What follows belongs to an exercise in optimizing a design on an open flow for small area; a production flow would make more cautious choices.
Only simulation tests tie the RTL to the original design; equivalence was not proved.
No activity file was given, so power comes from the tool's default toggle rates.

==> flow/design.v, too long to show whole: its modules and the start of the top module <==
// module mul32: 882 lines
// module kgp_risc: 112 lines
// module wmux: 3 lines
// module ao22: 3 lines
// module ao3: 3 lines
// module xr: 3 lines
// module xn: 3 lines
// module nd: 3 lines
// module cge: 3 lines
// module cgo: 3 lines
// module mxi: 3 lines
// module mfa: 4 lines
// module mha: 4 lines
// module rdbit: 10 lines
// module rce: 5 lines
// module rco: 7 lines
// module add32: 11 lines
// module addpc: 13 lines
// module pcnext: 12 lines
// module shifter: 12 lines
module kgp_risc( input wire clk, input wire rst,
	output wire [31:0] imem_addr, input wire [31:0] imem_data,
	output wire [9:0] dmem_addr, output wire [31:0] dmem_wdata, output wire dmem_we, output wire dmem_re, input wire [31:0] dmem_rdata );
  // ...
==> flow/flow/run.sh <==
#!/bin/bash
# Own layout flow: the standard ORFS flow (standard.sh, with the unchanged standard
# synthesis and every step as standard), except that
#  - port buffering uses buf_2 cells (BUFFER_PORTS_ARGS) instead of ORFS's default choice;
#    every input and output port still gets its own buffer;
#  - clock tree synthesis runs with the same sink clustering as config.mk asks for, but
#    without dummy load cells (CTS_ARGS).
# make's full output goes to standard_finish.log here; ORFS keeps each step's log in orfs/logs.
set -euo pipefail
W=$PWD
bash standard.sh \
  "BUFFER_PORTS_ARGS=-buffer_cell sky130_fd_sc_hd__buf_2" \
  "CTS_ARGS=-sink_clustering_enable -repair_clock_nets -sink_clustering_size 24 -sink_clustering_max_diameter 90 -dont_use_dummy_load" \
  finish > "$W/standard_finish.log" 2>&1
==> flow/standard.sh <==
#!/bin/bash
# synth_recipe.tcl (not shown) runs the flow's synth.tcl, then flattens the netlist and writes it again
# the make line also repeats each setting of config.mk as NAME=value (left out here)
make -C /OpenROAD-flow-scripts/flow DESIGN_CONFIG=/design/flow/config.mk WORK_HOME=/design/flow/orfs CLKGATE_MAP_FILE= SYNTH_SCRIPT=/design/flow/synth_recipe.tcl "${@:-finish}"
==> flow/config.mk <==
export PLATFORM = sky130hd
export DESIGN_NAME = kgp_risc
export DESIGN_NICKNAME = kgp_risc
export VERILOG_FILES = /design/flow/design.v
export SDC_FILE = /design/flow/constraint.sdc
export NUM_CORES = 4
export LEC_CHECK = 0
export CAP_MARGIN = 20
export CORE_MARGIN = 2
export CORE_UTILIZATION = 55
export CTS_CLUSTER_DIAMETER = 90
export CTS_CLUSTER_SIZE = 24
export PLACE_DENSITY = 0.7
export SLEW_MARGIN = 20
export SYNTH_HIERARCHICAL = 1
export SYNTH_MINIMUM_KEEP_SIZE = 0
==> flow/constraint.sdc <==
create_clock -name core_clock -period 25.0 [get_ports {clk}]
set_input_delay 5.0000 -clock core_clock [delete_from_list [all_inputs] [get_ports {clk}]]
set_output_delay 5.0000 -clock core_clock [all_outputs]
set_load 0.01 [all_outputs]
==> metrics list, run 1 <==
- Proportion of cell area occupied by registers: approximately a third
* Sum Neg Setup Slack: 0 ns
- The final critical path takes up 83.8% of the cycle.
- Met1 routed wirelength after detailed routing: between 100,000 and 150,000 um
- The HPWL after detailed placement is 189,000 um.
- In this run switching power makes up 28.8% of total power.
* Shortest period the worst path allows: about 21 ns
* Count of non-filler cells in the finished layout: 7,231
- WP data arrival: 21.50 ns
* DP Cell Count: 7,160
- Sinks on Clock Net: 1,092
- Taps Inserted: about 1,400
- Worst rel slew slack: between 10% and 20%
- Counting the clock-network buffers in the layout gives 54.
- Cell mode on critical path: sky130_fd_sc_hd__o21ai_1
* Vias/cell: just over 8
- Syn avg cell area: roughly 11 um^2
- Max VDD drop: between 0.06 and 0.07 mV
- Category of the most critical setup path: input pin to flop
- For this design the static power due to leakage is 28.4 nW.
* Post-synthesis instance area: roughly 0.06 mm^2
- Length in cells of the worst reg-to-reg path: 55
- Once the clock tree was built, the resizer swapped 0 gates to a different size.
- The library cell used most frequently in the layout, excluding fill and tap cells, is sky130_fd_sc_hd__a22o_1.
* MaxCap Viol Count: 0
- Core area: 0.109 mm^2
* Sort of element at the end of the critical path: flop
* M3 GR Usage: 26.0%
- Status: complete, no violations
- Entering global routing, the biggest net connects 67 pins.
- The Yosys step of the flow raised 7 warnings.
* Power dissipated in combinational cells: 0.438 mW
- Across all setup checks in the final design, the least slack found is 4.06 ns.
- Number of antenna violations at the first check in global routing: 36
- The clock network consumes a total of 0.963 mW.
- Hold Startpoint: vld[2]
- After global routing the overflow that remains totals 0.
* Setup crit start kind: input pin
==> inputs of run 2 (changes only) <==
--- a/flow/config.mk
+++ b/flow/config.mk
@@ -7,10 +7,10 @@
 export LEC_CHECK = 0
 export CAP_MARGIN = 20
 export CORE_MARGIN = 2
-export CORE_UTILIZATION = 55
+export CORE_UTILIZATION = 50
 export CTS_CLUSTER_DIAMETER = 90
 export CTS_CLUSTER_SIZE = 24
-export PLACE_DENSITY = 0.7
+export PLACE_DENSITY = 0.65
 export SLEW_MARGIN = 20
 export SYNTH_HIERARCHICAL = 1
 export SYNTH_MINIMUM_KEEP_SIZE = 0
==> run 2 against run 1 <==
Sequential share of layout area barely moved; synthesized cell count did not move; cell count rose by 2.5%; still clean; highest routed layer unchanged; via count fell by 0.89%; clock power barely moved; first-iteration DRC count rose by 3.8%; setup slack improved by 0.86 ns; area after synthesis did not move.
==> metrics list, run 2 <==
- Status: complete, no violations (unchanged)
- Number of placement rows: 127 (was 121)
- The leading cell type in the layout, fill and taps excluded is sky130_fd_sc_hd__a22o_1 (unchanged).
- The count of pins over their slew limit was 0 (unchanged).
- The cell with the biggest individual delay on the critical path was sky130_fd_sc_hd__or3_1 (was sky130_fd_sc_hd__nor2b_4).
* Count of buffers from port buffering: 141 (unchanged)
- Worst slack, placed: 4.95 ns (was 4.17 ns)
- The flip-flop and latch area came to 0.0222 mm^2 (unchanged).
* Total track usage: 45.1% (was 50.2%)
- Shortest period the worst path allows: 20.08 ns (was 20.94 ns)
- Initial core utilization: 50.2% (was 55.3%)
- Portion of total power attributed to the clock network: 28.7% (was 28.6%)
- Die Y: 350 um (was 334 um)
- GRT met1 Usage: 59.5% (was 63.1%)
- The reported max-cap violation count was 0 (unchanged).
- The number of top-level pins is 142 (unchanged).
- The clock-pin slew of the registers on the worst-case setup and hold paths was 0.11 ns (about the same).
- Core area: 0.119 mm^2 (was 0.109 mm^2)
- The launching instance or port of the critical path is imem_data[16] (unchanged).
- Syn avg cell area: 11.0 um^2 (unchanged)
- The routed wirelength normalized by instance count is 39.0 um (was 40.5 um).
* Cell class contributing the biggest share of worst-path delay: compound AO/OA/AOI/OAI gates (unchanged)
- Category of the most critical setup path: input pin to flop (unchanged)
* Sort of element at the end of the critical path: flop (unchanged)
* Post_cts resized: 0 (unchanged)
- The post-cts hold buffer count was 0 (unchanged).
* Die outline area: 0.123 mm^2 (was 0.112 mm^2)
- The register containing the most flip-flops in the final layout was R.r (unchanged).
- Post-synthesis instance area: 0.0600 mm^2 (unchanged)
- Detailed-route via count: 59,100 (was 59,600)
- The number of fill cells came to 10,500 (was 9,224).
- Period utilisation layout: 80.3% (was 83.8%)
* Via count of the first global-routing pass: 54,700 (was 55,700)
* Sum Neg Setup Slack: 0 ns (unchanged)
* Synthesis-to-finish area growth: 9.33% (was 9.20%)
- Layer carrying the most global-route usage: met2 (unchanged)
* Final weighted congestion in routability-driven placement: 1.06 (about the same)
- Most frequent cells in the layout: sky130_fd_sc_hd__a22o_1, sky130_fd_sc_hd__dfxtp_1, sky130_fd_sc_hd__a222oi_1 (unchanged).
* Buffer levels on the longest clock path: 3 (unchanged)
- The aggregate global routing overflow is 0 (unchanged).
- The number of hold-slack violations in the final timing report is 0 (unchanged).
* Worst Path Required: 25.54 ns (was 25.56 ns)
- Unrepaired setup endpoints after global routing: no (unchanged)
- The clock root buffer master is sky130_fd_sc_hd__clkbuf_16 (unchanged).
* DP Cell Count: 7,337 (was 7,160)
- The cell area after placement was 0.0642 mm^2 (was 0.0641 mm^2).
- The worst hold slack across all endpoints came to 0.489 ns (was 0.495 ns).
* Worst R2R End: R[16].r[31] (was R[26].r[31])
- The internal power component is 2.39 mW (was 2.40 mW).
- Detailed Place HPWL: 188,000 um (was 189,000 um)
- Count of mapped cells out of synthesis: 5,454 (unchanged)
- Largest net degree at the start of global routing: 69 (was 67)
- Pwr dens: 51.2 mW/mm^2 (was 51.4 mW/mm^2)
* Sinks on Clock Net: 1,092 (unchanged)
- The number of antenna violations at the first check in global routing is 37 (was 36).
- The Yosys warning count is 7 (unchanged).
- The number of cell instances on the worst register-to-register path came to 57 (was 55).
- Proportion of layout cells with a drive suffix above 1: 9.50% (was 9.64%)
- The flip-flop count of the largest register, all copies and words added came to 1,024 (unchanged).
* M3 GR Usage: 19.3% (was 26.0%)
* WP data arrival: 20.63 ns (was 21.50 ns)
- The peak fanout along the critical path is 32 (was 33).
- # setup viols final: 0 (unchanged)
- Switching portion of total power: 28.8% (about the same)
- Depth of the CTS H-tree: 2 (unchanged)
- The path class of the lowest-slack min-delay path is flop to flop (unchanged).
- The first-pass GRT wire length is 405,000 um (was 409,000 um).
* Total wire length: 289,000 um (was 293,000 um)
* Cell depth of the worst min-delay path: 1 (unchanged)
- The violation count after the first detailed-routing iteration is 13,800 (was 13,300).
- The number of nets with antenna violations after detailed routing is 0 (unchanged).
* First-pass iteration count of the detailed router: 13 (was 15)
- Leakage power: 28.3 nW (was 28.4 nW)
- Post-CTS Repair Setup Buffers: 0 (unchanged)
* Hold Startpoint: vld[29] (was vld[2])
- Largest registers: R.r x1024, pc x32, vld x32 (unchanged)
* Cell mode on critical path: sky130_fd_sc_hd__o21ai_1 (unchanged)
* Net switching component of the power: 0.966 mW (was 0.971 mW)
* Timing-limited maximum frequency: 49.8 MHz (was 47.8 MHz)
* Chip Width: 350 um (was 334 um)
- Vias/cell: 7.98 (was 8.25)
- Max VDD drop: 0.0586 mV (was 0.0611 mV)
- Clock buffers created by TritonCTS: 53 (was 54)
- Met2 track demand over resource: 59.7% (was 66.7%)
- The remaining routing DRC violations came to 0 (unchanged).
- Post-route worst setup slack: 4.92 ns (was 4.06 ns)
- The origin of the critical flop-to-flop path was vld[2] (was vld[5]).
* Setup crit start kind: input pin (unchanged)
* Capture endpoint of the worst hold path: vld[29] (was vld[2])
- The largest clock skew in the final design is 0.137 ns (was 0.131 ns).
* Worst-Skew Late Latency: 0.75 ns (was 0.74 ns)
- Slew @ Worst Pin: 1.27 ns (was 1.24 ns)
- TritonCTS clock tree: yes (unchanged)
* Buf/Inv on CP: 4 (was 3)
* Post-route cell area: 0.0656 mm^2 (was 0.0655 mm^2)
- Highest cell delay on the worst timing path: 0.85 ns (was 1.03 ns)
- The portion of total power attributed to sequential cells is 58.4% (about the same).
- Total area of multi-input combinational cells: 0.0373 mm^2 (about the same)
- Slack of the worst reg-to-reg path: 9.39 ns (was 8.62 ns)
* Count of non-filler cells in the finished layout: 7,409 (was 7,231)
* Worst rel slew slack: 15.4% (was 17.0%)
- Combinational fraction of design power: 12.9% (was 13.0%)
- NumNets Final: 6,132 (was 6,154)
## run 2: power groups by stage
stage,Clock [mW],Combinational [mW],Sequential (mW)
final,0.964,0.433,1.96
after global routing,1.01,0.456,1.97
after CTS,0.954,0.419,1.95
after detailed placement,0,0.418,1.99
after global placement,0,0.409,1.99
after floorplan,0,0.245,1.97
## run 2: cell type report
type,instances,area share (%)
Antenna cell,19,0.0725
Clock buffer,53,2.02
Inverter,63,0.362
Multi-Input combinational cell,4187,56.8
Sequential cell,1092,33.8
Tap cell,1612,3.07
Timing Repair Buffer,383,3.85
## run 2: worst max-delay path by stage
| stage | endpoint | slack, ns | depth (start not counted) |
|---|---|---|---|
| floorplan | R[0].r[31] | 2.70 | 55 |
| global placement | R[19].r[31] | 4.90 | 59 |
| detailed placement | R[12].r[31] | 4.95 | 59 |
| CTS | R[16].r[31] | 5.55 | 59 |
| global route | R[2].r[31] | 4.40 | 59 |
| finish | R[16].r[31] | 4.92 | 59 |
## run 2: metal layers
metal / part of all wire, % / vias to the layer above
met5: 0.13 / -
met4: 7.7 / 28
met3: 17 / 1093
met2: 38 / 5325
met1: 37 / 28900
li1: - / 23800
## run 2: worst register-to-register path, delay by kind of cell, from the launching register on
| family | cells | cell delay [ns] |
|---|---|---|
| and+or+nand+nor | 10 | 3.83 |
| xor gates and xnor gates | 7 | 1.15 |
| AOI/OAI and AO/OA | 34 | 7.97 |
| adders and majority gates | 2 | 0.78 |
| buffers and inverters | 3 | 1.02 |
| muxes | 1 | 0.27 |
| DFF | 1 | 0.43 |
## run 2: through the flow
stage | total power, mW | util, %
final | 3.36 | 54.9
after global routing | 3.44 | 54.9
after CTS | 3.33 | 54.9
after detailed placement | 2.41 | 53.8
after global placement | 2.40 | 53.8
after floorplan | 2.22 | -
==> module rdbit, before the edit <==
module rdbit(input wire [31:0] s, input wire [31:0] d, output wire y);
	wire [9:0] t;
	wire u;
	genvar k;
	generate for (k = 0; k < 10; k = k + 1) begin : A
		ao3 u (.s0(s[3*k]), .d0(d[3*k]), .s1(s[3*k+1]), .d1(d[3*k+1]), .s2(s[3*k+2]), .d2(d[3*k+2]), .y(t[k]));
	end endgenerate
	ao22 u10 (.a(s[30]), .b(d[30]), .c(s[31]), .d(d[31]), .y(u));
	assign y = ~&t | u;
endmodule
==> inputs of run 3 (changes only) <==
--- a/flow/design.v
+++ b/flow/design.v
@@ -1012,6 +1012,12 @@
 module nd(input wire a, input wire b, output wire y);
 	assign y = ~(a & b);
 endmodule
+module nd4(input wire a, input wire b, input wire c, input wire d, output wire y);
+	assign y = ~(a & b & c & d);
+endmodule
+module or4(input wire a, input wire b, input wire c, input wire d, output wire y);
+	assign y = a | b | c | d;
+endmodule
 module cge(input wire a, input wire b, input wire p, input wire c, output wire cn);
 	assign cn = ~((a & b) | (p & c));
 endmodule
@@ -1036,8 +1042,12 @@
 	generate for (k = 0; k < 10; k = k + 1) begin : A
 		ao3 u (.s0(s[3*k]), .d0(d[3*k]), .s1(s[3*k+1]), .d1(d[3*k+1]), .s2(s[3*k+2]), .d2(d[3*k+2]), .y(t[k]));
 	end endgenerate
+	wire [2:0] w;
 	ao22 u10 (.a(s[30]), .b(d[30]), .c(s[31]), .d(d[31]), .y(u));
-	assign y = ~&t | u;
+	nd4 n0 (.a(t[0]), .b(t[1]), .c(t[2]), .d(t[3]), .y(w[0]));
+	nd4 n1 (.a(t[4]), .b(t[5]), .c(t[6]), .d(t[7]), .y(w[1]));
+	nd n2 (.a(t[8]), .b(t[9]), .y(w[2]));
+	or4 o (.a(w[0]), .b(w[1]), .c(w[2]), .d(u), .y(y));
 endmodule
 module rce(input wire a, input wire b, input wire c, output wire s, output wire cn, output wire p);
 	xr u0 (.a(a), .b(b), .y(p));
==> run 3 against run 2 <==
Via count increased by 0.28%; combinational power decreased by 2%; flip-flop and latch count unchanged; die area decreased by 0.26%; still clean; global-route usage about the same; critical path type unchanged; wire length decreased by 0.51%; largest power group unchanged; clock skew decreased by 0.021 ns; total power increased by 0.11%; cell count increased by 0.24%.
==> metrics list, run 3 <==
- Status: complete, no violations (unchanged).
* Core area: 0.118 mm^2 (was 0.119 mm^2)
- The maximum root-to-sink buffer count was 3 (unchanged).
- Initial core utilization: 50.6% (was 50.2%)
* Largest net degree at the start of global routing: 65 (was 69)
- Timing-limited maximum frequency: 48.7 MHz (was 49.8 MHz)
- MaxCap Viol Count: 0 (unchanged)
- The average instance area after synthesis was 11.0 um^2 (about the same).
- The post-cts hold buffer count is 0 (unchanged).
- The total vias in the final route came to 59,300 (was 59,100).
- Kind of path behind the tightest hold check: flop to flop (unchanged)
- Die outline area: 0.123 mm^2 (about the same)
- The layout overhead on the synthesized area came to 9.71% (was 9.33%).
- The count of input and output buffers was 141 (unchanged).
- The number of instances resized during post-cts repair was 0 (unchanged).
- The final number of setup-violating endpoints was 0 (unchanged).
- Highest cell delay on the worst timing path: 1.01 ns (was 0.85 ns)
* Routed wire length per instance: 38.7 um (was 39.0 um)
- The final layout net count is 6,163 (was 6,132).
- The clock tree from TritonCTS was yes (unchanged).
* Die Y: 350 um (about the same)
- Worst-Skew Late Latency: 0.74 ns (was 0.75 ns)
- The remaining routing DRC violations was 0 (unchanged).
* Number of violations reported at the end of detailed-routing iteration 0: 13,700 (was 13,800)
- Clock buffers created by TritonCTS: 54 (was 53)
- The maximum vdd ir drop is 0.0584 mV (was 0.0586 mV).
- The post-layout total power is 3.36 mW (about the same).
* Setup crit start kind: input pin (unchanged)
* Proportion of layout cells with a drive suffix above 1: 9.59% (was 9.50%)
- Post-synthesis instance area: 0.0599 mm^2 (was 0.0600 mm^2)
* CP max FO: 33 (was 32)
* Max Slew Vio Count: 0 (unchanged)
- The setup total negative slack is 0 ns (unchanged).
* Worst rel slew slack: 19.9% (was 15.4%)
- Unrepaired setup endpoints after global routing: no (unchanged).
- The number of fill cells was 10,500 (about the same).
* Number of placement rows: 126 (was 127)
- Max stage delay cell, worst path: sky130_fd_sc_hd__nor2b_4 (was sky130_fd_sc_hd__or3_1)
* Worst Path Required: 25.66 ns (was 25.54 ns)
* Layout Skew: 0.117 ns (was 0.137 ns)
- Chip Width: 350 um (about the same)
* Number of antenna violations at the first check in global routing: 29 (was 37)
* Detailed Place HPWL: 189,000 um (was 188,000 um)
- The gate count of the mapped netlist came to 5,454 (unchanged).
* Sort of element at the end of the critical path: flop (unchanged)
- The clock root buffer master is sky130_fd_sc_hd__clkbuf_16 (unchanged).
- Sinks on Clock Net: 1,092 (unchanged)
- The cell type with the highest occurrence count on the critical path was sky130_fd_sc_hd__o21ai_1 (unchanged).
- The total leakage power is 28.7 nW (was 28.3 nW).
- The total global-route track usage is 45.1% (about the same).
- The critical path class is input pin to flop (unchanged).
- The number of levels the H-tree was split into came to 2 (unchanged).
- The first-pass GRT wire length was 404,000 um (was 405,000 um).
- Yosys synthesis warning count: 7 (unchanged)
* Final weighted congestion in routability-driven placement: 1.04 (was 1.06)
* Clock transition at the registers of the reported paths: 0.10 ns (was 0.11 ns)
- The average vias per placed instance came to 7.98 (about the same).
- The number of hold-slack violations in the final timing report came to 0 (unchanged).
- I/O pin cnt: 142 (unchanged)
- The via count of the first global-routing pass is 55,900 (was 54,700).
- Largest Register: R.r (unchanged)
- The aggregate global routing overflow came to 0 (unchanged).
* Most frequent cells in the layout: sky130_fd_sc_hd__a22o_1, sky130_fd_sc_hd__dfxtp_1, sky130_fd_sc_hd__a222oi_1 (unchanged)
* Largest registers: R.r x1024, pc x32, vld x32 (unchanged)
* Slew @ Worst Pin: 1.19 ns (was 1.27 ns)
- Post-CTS Repair Setup Buffers: 0 (unchanged)
* WP data arrival: 21.17 ns (was 20.63 ns)
- Total wire length: 288,000 um (was 289,000 um)
* Period utilisation layout: 82.1% (was 80.3%)
- Shortest period the worst path allows: 20.52 ns (was 20.08 ns)
- Leading cell type in the layout, fill and taps excluded: sky130_fd_sc_hd__a22o_1 (unchanged)
- Pwr dens: 51.2 mW/mm^2 (about the same)
- The detailed-routing iteration count for the pre-antenna-repair pass came to 15 (was 13).
- The flip-flop count of the largest register, all copies and words added is 1,024 (unchanged).
* Remaining antenna violation count after routing: 0 (unchanged)
[run 3: changes by cell type in the layout (fill, tap and decap cells not counted), sizes merged]
| cell | delta |
|---|---|
| or3 | -64 |
| buf | +30 |
| clkbuf | +1 |
| nand3b | -64 |
| nand2 | +64 |
| or4 | +64 |
| diode | -1 |
[run 3: path summary, 6_finish.rpt]
check,from,to,slack (ns),depth (start not counted)
max in group asynchronous,rst,vld[6],19.36,3
min in group asynchronous,rst,pc[19],4.53,2
setup / recovery,imem_data[16],R[5].r[31],4.48,57
setup reg to reg,vld[0],R[5].r[31],9.07,55
hold / removal,vld[2],vld[2],0.49,1
hold reg to reg,vld[2],vld[2],0.49,1
[run 3: layout make-up]
type | instances | area [um^2] | share of cell area, %
multi-input combinational | 4187 | 37100 | 56.5
sequential | 1092 | 22200 | 33.8
timing repair buffer | 413 | 2750 | 4.18
tap | 1600 | 2000 | 3.05
clock buffer | 54 | 1350 | 2.06
inverter | 63 | 238 | 0.362
antenna | 18 | 45.0 | 0.0686
[run 3: stage by stage]
step	utilization [%]	hold WS, ns	setup WS, ns	cells	instance area, um^2
6_report	55.5	0.495	4.48	7427	65700
5_1_grt	55.4	0.507	3.89	7413	65600
4_1_cts	55.4	0.490	5.16	7409	65600
3_5_place_dp	54.3	0.466	4.47	7355	64300
3_3_place_gp	54.3	0.461	4.65	7355	64300
2_1_floorplan	-	0.440	2.52	5455	59900
[run 3: power by group]
part / leakage, nW / internal (mW) / switching, mW
Combinational: 18.9 / 0.159 / 0.267
Clock: 0.666 / 0.384 / 0.589
Sequential: 9.14 / 1.85 / 0.108
Total: 28.7 / 2.40 / 0.964
[run 3: per-layer routing]
layer	share of wire (%)	wire length (um)	GRT usage, %	vias up
met1	36	104000	58.1	28800
met2	38	111000	61.4	5463
li1	-	-	-	23800
met5	0.053	153	0	-
met3	17	48700	18.5	1217
met4	8.2	23700	29.4	24
[run 3: critical path, delay by kind of cell]
kind                     cells  cell delay (ns)
AO/OA/AOI/OAI               32             6.91
XOR/XNOR                     7             1.51
adder cells (fa/ha/maj)      3             1.33
buffers and inverters        3             1.00
multiplexers                 1             0.14
AND/OR/NAND/NOR             11             5.12
==> inputs of run 4 (changes only) <==
--- a/flow/flow/run.sh
+++ b/flow/flow/run.sh
@@ -10,5 +10,5 @@
 W=$PWD
 bash standard.sh \
   "BUFFER_PORTS_ARGS=-buffer_cell sky130_fd_sc_hd__buf_2" \
-  "CTS_ARGS=-sink_clustering_enable -repair_clock_nets -sink_clustering_size 24 -sink_clustering_max_diameter 90 -dont_use_dummy_load" \
+  "CTS_ARGS=-sink_clustering_enable -repair_clock_nets -sink_clustering_size 27 -sink_clustering_max_diameter 95 -dont_use_dummy_load" \
   finish > "$W/standard_finish.log" 2>&1
--- a/flow/config.mk
+++ b/flow/config.mk
@@ -8,8 +8,8 @@
 export CAP_MARGIN = 20
 export CORE_MARGIN = 2
 export CORE_UTILIZATION = 50
-export CTS_CLUSTER_DIAMETER = 90
-export CTS_CLUSTER_SIZE = 24
+export CTS_CLUSTER_DIAMETER = 95
+export CTS_CLUSTER_SIZE = 27
 export PLACE_DENSITY = 0.65
 export SLEW_MARGIN = 20
 export SYNTH_HIERARCHICAL = 1
==> run 4 against run 3 <==
Still clean on timing, DRC and antenna; core utilization down 0.11 points; hold slack worse by 0.0015 ns; setup slack about the same; sequential share of layout area up 0.066 points; die area unchanged; first-iteration DRC count down 5.5%; wire length down 0.18%; via count about the same; non-clock buffer count unchanged; global-route usage down 0.060 points; critical path depth down 1; largest cell class unchanged.
==> metrics list, run 4 <==
- MaxCap Viol Count: 0 (unchanged)
- The maximum clock frequency came to 48.7 MHz (about the same).
- The cell area after placement was 0.0643 mm^2 (unchanged).
* Buf/Inv on CP: 2 (was 3)
- The post-cts hold buffer count is 0 (unchanged).
* Post-route worst setup slack: 4.48 ns (about the same)
* Length in cells of the worst reg-to-reg path: 55 (unchanged)
* Worst R2R Start: vld[18] (was vld[0])
- First-pass iteration count of the detailed router: 15 (unchanged)
- The number of placed instances, taps included is 7,355 (unchanged).
- Routed wire length per instance: 38.7 um (about the same)
* Max VDD drop: 0.0554 mV (was 0.0584 mV)
- The worst slew slack as a fraction of its limit came to 22.2% (was 19.9%).
* Worst Path Required: 25.63 ns (was 25.66 ns)
* Worst R2R End: R[5].r[31] (unchanged)
- WP data arrival: 21.15 ns (was 21.17 ns)
* Synthesis-to-finish area growth: 9.50% (was 9.71%)
- The first-pass GRT wire length is 403,000 um (was 404,000 um).
* Via count of the first global-routing pass: 55,800 (was 55,900)
- Leftover overflow at the end of global routing: 0 (unchanged)
* Detailed Place HPWL: 189,000 um (unchanged)
- The count of input and output buffers was 141 (unchanged).
* NumNets Final: 6,158 (was 6,163)
- The register containing the most flip-flops in the final layout is R.r (unchanged).
- Leading cell type in the layout, fill and taps excluded: sky130_fd_sc_hd__a22o_1 (unchanged)
- The number of top-level pins was 142 (unchanged).
- Final routed DRC violation total: 0 (unchanged)
- Proportion of layout cells with a drive suffix above 1: 9.51% (was 9.59%)
- The clock root buffer master was sky130_fd_sc_hd__clkbuf_16 (unchanged).
- Largest registers: R.r x1024, pc x32, vld x32 (unchanged).
- The number of clock sinks seen by CTS came to 1,092 (unchanged).
- The worst hold slack across all endpoints is 0.493 ns (was 0.495 ns).
- Sum Neg Setup Slack: 0 ns (unchanged)
- The largest stage delay on the critical path is 1.00 ns (was 1.01 ns).
- TritonCTS clock tree: yes (unchanged)
* Post-route total power: 3.32 mW (was 3.36 mW)
- The cell type with the highest occurrence count on the critical path is sky130_fd_sc_hd__o21ai_1 (unchanged).
- The number of buffers inserted during clock tree synthesis came to 49 (was 54).
* Remaining antenna violation count after routing: 0 (unchanged)
* Die Y: 350 um (unchanged)
- The area of all placed cells without fillers was 0.0655 mm^2 (was 0.0657 mm^2).
- The number of antenna violations at the first check in global routing was 34 (was 29).
- Final weighted congestion in routability-driven placement: 1.04 (unchanged)
- Buffer levels on the longest clock path: 3 (unchanged)
- The number of levels the H-tree was split into is 2 (unchanged).
* Syn avg cell area: 11.0 um^2 (unchanged)
* Max stage delay cell, worst path: sky130_fd_sc_hd__nor2b_4 (unchanged)
- The number of hold-slack violations in the final timing report is 0 (unchanged).
- The starting density of the core is 50.6% (unchanged).
- The path class of the lowest-slack min-delay path is flop to flop (unchanged).
- Unrepaired setup endpoints after global routing: no (unchanged).
- The flip-flop count of the largest register, all copies and words added was 1,024 (unchanged).
- The non-filler instance count after layout is 7,421 (was 7,427).
- Die outline area: 0.123 mm^2 (unchanged)
* Largest net degree at the start of global routing: 65 (unchanged)
- Shortest period the worst path allows: 20.52 ns (about the same)
- Worst slack, placed: 4.47 ns (unchanged)
- Total wire length: 287,000 um (was 288,000 um)
* Worst-Skew Late Latency: 0.75 ns (was 0.74 ns)
- Post_cts resized: 0 (unchanged)
- Slew @ Worst Pin: 1.15 ns (was 1.19 ns)
- Sort of element at the end of the critical path: flop (unchanged)
- Post-CTS Repair Setup Buffers: 0 (unchanged)
* CP max FO: 33 (unchanged)
* Setup crit start kind: input pin (unchanged)
* Final core area utilization: 55.4% (was 55.5%)
* Detailed-route via count: 59,300 (about the same)
- The largest clock skew in the final design was 0.148 ns (was 0.117 ns).
- Slack of the worst reg-to-reg path: 9.10 ns (was 9.07 ns)
* Capture endpoint of the worst hold path: vld[15] (was vld[2])
- Cell depth of the worst min-delay path: 1 (unchanged)
- Status: complete, no violations (unchanged).
- Chip Width: 350 um (unchanged)
- The power density relative to cell area came to 50.6 mW/mm^2 (was 51.2 mW/mm^2).
- The mapped cell area came to 0.0599 mm^2 (unchanged).
- The clock-pin slew of the registers on the worst-case setup and hold paths came to 0.10 ns (about the same).
- Total track usage: 45.0% (was 45.1%)
- The violation count after the first detailed-routing iteration was 12,900 (was 13,700).
- Max Slew Vio Count: 0 (unchanged)
- Number of placement rows: 126 (unchanged)
- Cell class contributing the biggest share of worst-path delay: compound AO/OA/AOI/OAI gates (unchanged)
* Leakage power: 28.6 nW (was 28.7 nW)
- The gate count of the mapped netlist is 5,454 (unchanged).
- The beginning of the worst hold path is vld[15] (was vld[2]).
* Yosys synthesis warning count: 7 (unchanged)
- Core area: 0.118 mm^2 (unchanged)
- Vias/cell: 7.99 (was 7.98)
- # setup viols final: 0 (unchanged)
- Most frequent cells in the layout: sky130_fd_sc_hd__a22o_1, sky130_fd_sc_hd__dfxtp_1, sky130_fd_sc_hd__a222oi_1 (unchanged).
* Category of the most critical setup path: input pin to flop (unchanged)
- Period utilisation layout: 82.1% (about the same)
run 4: worst reg2reg max path, delay by kind of cell (launching register included):
kind,cells,cell delay (ns)
flops,1,0.41
fa+ha+maj,3,1.33
buf+inv,2,0.70
compound gates,32,6.97
xor+xnor,7,1.50
simple gates,10,4.77
mux,1,0.14
run 4: how the worst max path moves through the flow:
stage / start / cells after the start / to
finish: imem_data[16] / 56 / R[5].r[31]
floorplan: imem_data[19] / 55 / R[0].r[31]
CTS: imem_data[16] / 55 / R[5].r[31]
global placement: imem_data[16] / 57 / R[11].r[31]
detailed placement: imem_data[16] / 55 / R[5].r[31]
global route: imem_data[16] / 56 / R[10].r[31]
run 4: final cells by class:
cell class	instances	area, um^2
fillers	10500	52900
repair buffers	413	2750
flip-flops and latches	1092	22200
inverters	63	238
multi-input cells	4187	37100
diodes	17	42.5
well taps	1600	2000
clock buffers	49	1230
run 4: power by group:
part           internal [mW]  switching, mW  leakage [nW]
logic                  0.159          0.267          18.9
registers               1.85          0.108          9.14
clock network          0.351          0.580         0.604
total                   2.36          0.955          28.6
run 4: per-layer routing:
metal / track usage (%) / vias up / routed length [um]
met5: 0.157 / - / 198
met4: 30.7 / 28 / 24000
met3: 18.4 / 1229 / 49200
met2: 60.9 / 5561 / 111000
met1: 58.0 / 28700 / 103000
li1: - / 23800 / -

==> static timing again, ports no longer ideal <==
Ports are ideal in the flow. The routed layouts listed here were re-timed in OpenROAD. Step 1 sets driving cells, clkbuf_16 on the clock port and buf_2 on the other inputs (assumed; they add their load-dependent delay and slew). Step 2, shift: input delay + t, output delay - t, t = (earliest + latest rising clock arrival at the registers) / 2. This alone moves slack from input paths to output paths. a / b / c = ideal / step 1 / step 2; a / b = the first two.
| run | t, ns | slack for setup (ns) | hold WS [ns] |
|---|---|---|---|
| run 1 | 0.739 | 4.060 / 4.104 / 3.365 | 0.495 / 0.495 / 0.495 |
| run 2 | 0.744 | 4.917 / 4.943 / 4.200 | 0.489 / 0.489 / 0.489 |
| run 3 | 0.752 | 4.484 / 4.533 / 3.781 | 0.495 / 0.495 / 0.495 |
| run 4 | 0.771 | 4.484 / 4.554 / 3.782 | 0.493 / 0.493 / 0.493 |
After both steps setup and hold are still met in every run listed. For run 2, which loses most, drivers alone change the setup slack by +0.026 ns; drivers and shift together by -0.717 ns.
